Context: an optimization exercise on an open-source flow, tuned for small area. The choices shown serve that exercise and are no tape-out recipe.
RTL that was checked went through simulation tests only; none was proved equivalent to the original.
No activity file was given, so power comes from the tool's default toggle rates.

== run 1 ==
## VectorExec
module VectorExec(clk, rst, op, imm, r1e, r2e, r1v, r2v, res_e, res_v);
Size in the first run: roughly 3600 cells after synthesis, ~43000 um2 of cells after synthesis.
Settings: LEC_CHECK=0, CAP_MARGIN=20, CORE_MARGIN=2, CORE_UTILIZATION=62, CTS_BUF_LIST=sky130_fd_sc_hd__clkbuf_8, CTS_CLUSTER_DIAMETER=60, CTS_CLUSTER_SIZE=16, PLACE_DENSITY=0.72, SLEW_MARGIN=20, SYNTH_HIERARCHICAL=1, SYNTH_MINIMUM_KEEP_SIZE=0; clock period 45.0 ns.
standard.sh (not shown) runs the stock make flow with config.mk's settings and CLKGATE_MAP_FILE= SYNTH_SCRIPT=/design/flow/synth_recipe.tcl, a recipe that flattens the netlist after the stock synthesis.
==> flow/flow/run.sh <==
#!/bin/bash
# Own layout flow: the standard flow (standard.sh) step by step, with
# the port buffers made from the smallest buffer cell instead of the one
# buffer_ports picks by default.  Each step's full output goes to its own
# log file in the work folder.
set -euo pipefail
export BUFFER_PORTS_ARGS="-buffer_cell sky130_fd_sc_hd__buf_1"
bash standard.sh synth > synth.log 2>&1
bash standard.sh floorplan > floorplan.log 2>&1
bash standard.sh place > place.log 2>&1
bash standard.sh cts > cts.log 2>&1
bash standard.sh route > route.log 2>&1
bash standard.sh finish > finish.log 2>&1
#### Input delta (run 2 over run 1)
-- flow/design.v --
<<< run 1, line 192
	assign y = (a & m) | (c & h);
endmodule
module VE_Lane (a, b, D, Dn, E, G1, G0, Mm1, D0, hzd, hzdn, k7, h7, mDiv, mMul, mAdd, ten, bc, y);
	input  logic [7:0] a;       
	input  logic [7:0] b;       
>>> run 2, line 192
	assign y = (a & m) | (c & h);
endmodule
module VE_Lane (a, b, D, Dn, E, G1, G0, Mm1, D0, hzd, hzdn, k7, h7, mDiv, mMul, mAdd, bc, y);
	input  logic [7:0] a;       
	input  logic [7:0] b;       
<<< run 1, line 205
	input  logic h7;            
	input  logic mDiv, mMul, mAdd;
	input  logic ten;           
	input  logic [7:0] bc;      
	output logic [7:0] y;
>>> run 2, line 205
	input  logic h7;            
	input  logic mDiv, mMul, mAdd;
	input  logic [7:0] bc;      
	output logic [7:0] y;
<<< run 1, line 211
	logic [7:0] t0;
	logic [7:0] y0;
	logic [7:0] r [8:1];
	assign y0 = (b & {8{mAdd}}) | (Mm1 & {8{a[0]}}) | D0;
	assign q[7] = (a[7] & hzd[7]) | h7;
	assign r[7] = {7'd0, a[7] & ~k7};
>>> run 2, line 210
	logic [7:0] t0;
	logic [7:0] y0;
	logic ten;
	logic [7:0] r [8:1];
	assign y0 = (b & {8{mAdd}}) | (Mm1 & {8{a[0]}}) | D0;
	assign ten = mMul | mAdd;
	assign q[7] = (a[7] & hzd[7]) | h7;
	assign r[7] = {7'd0, a[7] & ~k7};
<<< run 1, line 297
	assign isS = sMov | sAdd | sSub | sMul;
	assign isV = mBc | mMul | mAdd | mDiv;
	logic nisS;
	assign nisS = ~isS;
	logic [7:0] D, Mm1, D0, hzd, bc, m1;
	assign m1 = r2e[7:0] - 8'd1;
>>> run 2, line 298
	assign isS = sMov | sAdd | sSub | sMul;
	assign isV = mBc | mMul | mAdd | mDiv;
	logic [7:0] D, Mm1, D0, hzd, bc, m1;
	assign m1 = r2e[7:0] - 8'd1;
<<< run 1, line 332
			localparam int AW = (n == 3 || n == 6 || n == 8 || n == 9 || n == 10) ? 8 : 4;
			logic [7:0] la, lD;
			for (k = 0; k < 8; k = k + 1) begin : am
				if (k < AW) begin : ch
					VE_HOLD ux (r1e[AO + k], r2v[8*l + k], isS, nisS, la[k]);
				end else begin : z
					assign la[k] = r2v[8*l + k] & nisS;
				end
			end
			assign lD = Mm1g[J] | D0;
>>> run 2, line 331
			localparam int AW = (n == 3 || n == 6 || n == 8 || n == 9 || n == 10) ? 8 : 4;
			logic [7:0] la, lD;
			if (AW == 4) begin : a4
				assign la = isS ? {4'd0, r1e[AO +: 4]} : r2v[8*l +: 8];
			end else begin : a8
				assign la = isS ? r1e[AO +: 8] : r2v[8*l +: 8];
			end
			assign lD = Mm1g[J] | D0;
<<< run 1, line 343
				.E(lD[0] ^ mDiv), .G1(lD[0] | mDiv), .G0(lD[0] & mDiv), .Mm1(Mm1g[J]), .D0(D0),
				.hzd(hzd), .hzdn(~hzd), .k7((hzd[7] & r2e[0]) | Mm1g[J][0]), .h7(h7), .bc(bc),
				.mDiv(mDiv), .mMul(mMul | isS), .mAdd(mAdd), .ten(mMul | mAdd | isS),
				.y(vres[8*l +: 8]));
			assign prod[8*n +: 8] = vres[8*l +: 8];
>>> run 2, line 340
				.E(lD[0] ^ mDiv), .G1(lD[0] | mDiv), .G0(lD[0] & mDiv), .Mm1(Mm1g[J]), .D0(D0),
				.hzd(hzd), .hzdn(~hzd), .k7((hzd[7] & r2e[0]) | Mm1g[J][0]), .h7(h7), .bc(bc),
				.mDiv(mDiv), .mMul(mMul | isS), .mAdd(mAdd),
				.y(vres[8*l +: 8]));
			assign prod[8*n +: 8] = vres[8*l +: 8];
<<< run 1, line 359
				.E(D[0] ^ mDiv), .G1(D[0] | mDiv), .G0(D[0] & mDiv), .Mm1(Mm1), .D0(D0),
				.hzd(hzd), .hzdn(~hzd), .k7((hzd[7] & r2e[0]) | Mm1[0]), .h7(h7), .bc(lbc),
				.mDiv(mDiv), .mMul(mMul), .mAdd(mAdd), .ten(mMul | mAdd),
				.y(vres[8*l +: 8]));
		end
>>> run 2, line 356
				.E(D[0] ^ mDiv), .G1(D[0] | mDiv), .G0(D[0] & mDiv), .Mm1(Mm1), .D0(D0),
				.hzd(hzd), .hzdn(~hzd), .k7((hzd[7] & r2e[0]) | Mm1[0]), .h7(h7), .bc(lbc),
				.mDiv(mDiv), .mMul(mMul), .mAdd(mAdd),
				.y(vres[8*l +: 8]));
		end
## What came out
In summary, run 2 completed successfully, with a layout that passed the timing, DRC and antenna checks.
Est. power | run 2 vs run 1 | run 2 lower
Min fill cell total of the finished layout across run 2 and run 1: run 2
Higher count of clock-buffer cells in the layout among run 2 and run 1: run 1
Compared with run 1, run 2 shows violation count after the first detailed-route iteration lower by 519.
There was hardly any difference in met2 layer wire length in the routed design between run 2 and run 1.
The wire length on met1 of run 2 is higher than that of run 1.
Diff run 2 and run 1: peak supply drop higher in run 1
In the metrics for run 2 and run 1, the one carrying the lower area growth from synthesis to layout is run 2.
Diff run 1..run 2 | width of the die | negligible
Compared to run 1, run 2 shows a wider setup margin.
Run 2 gives more via count than run 1 did.
Function not checked in run 1: the RTL went through the layout flow alone.

port drivers added, routing unchanged:
No port has a modelled driver above. Below, the same layouts with a new extraction and two added sets of constraints.
Step 1 assumes that a clkbuf_16 drives the clock port and a buf_2 every other input.
Step 2 times the ports against the registers' clock, not the clock port: input delays grow and output delays shrink by t, the midpoint of the rising clock arrivals with the driver on.
a / b / c = ideal ports / drivers / drivers and shift; a / b = the first two.
run	t (ns)	setup slack, ns	worst setup path at the end	worst data-port slew with drivers (ns)	cell pins on the clock port's net
run 1	0.764	9.644 / 9.573 / 8.809	input to register	0.17	1
run 2	0.754	10.251 / 10.183 / 9.428	input to register	0.17	1
After both steps setup and hold are still met in every run listed. For run 1, which loses most, drivers alone change the setup slack by -0.071 ns; drivers and shift together by -0.835 ns.
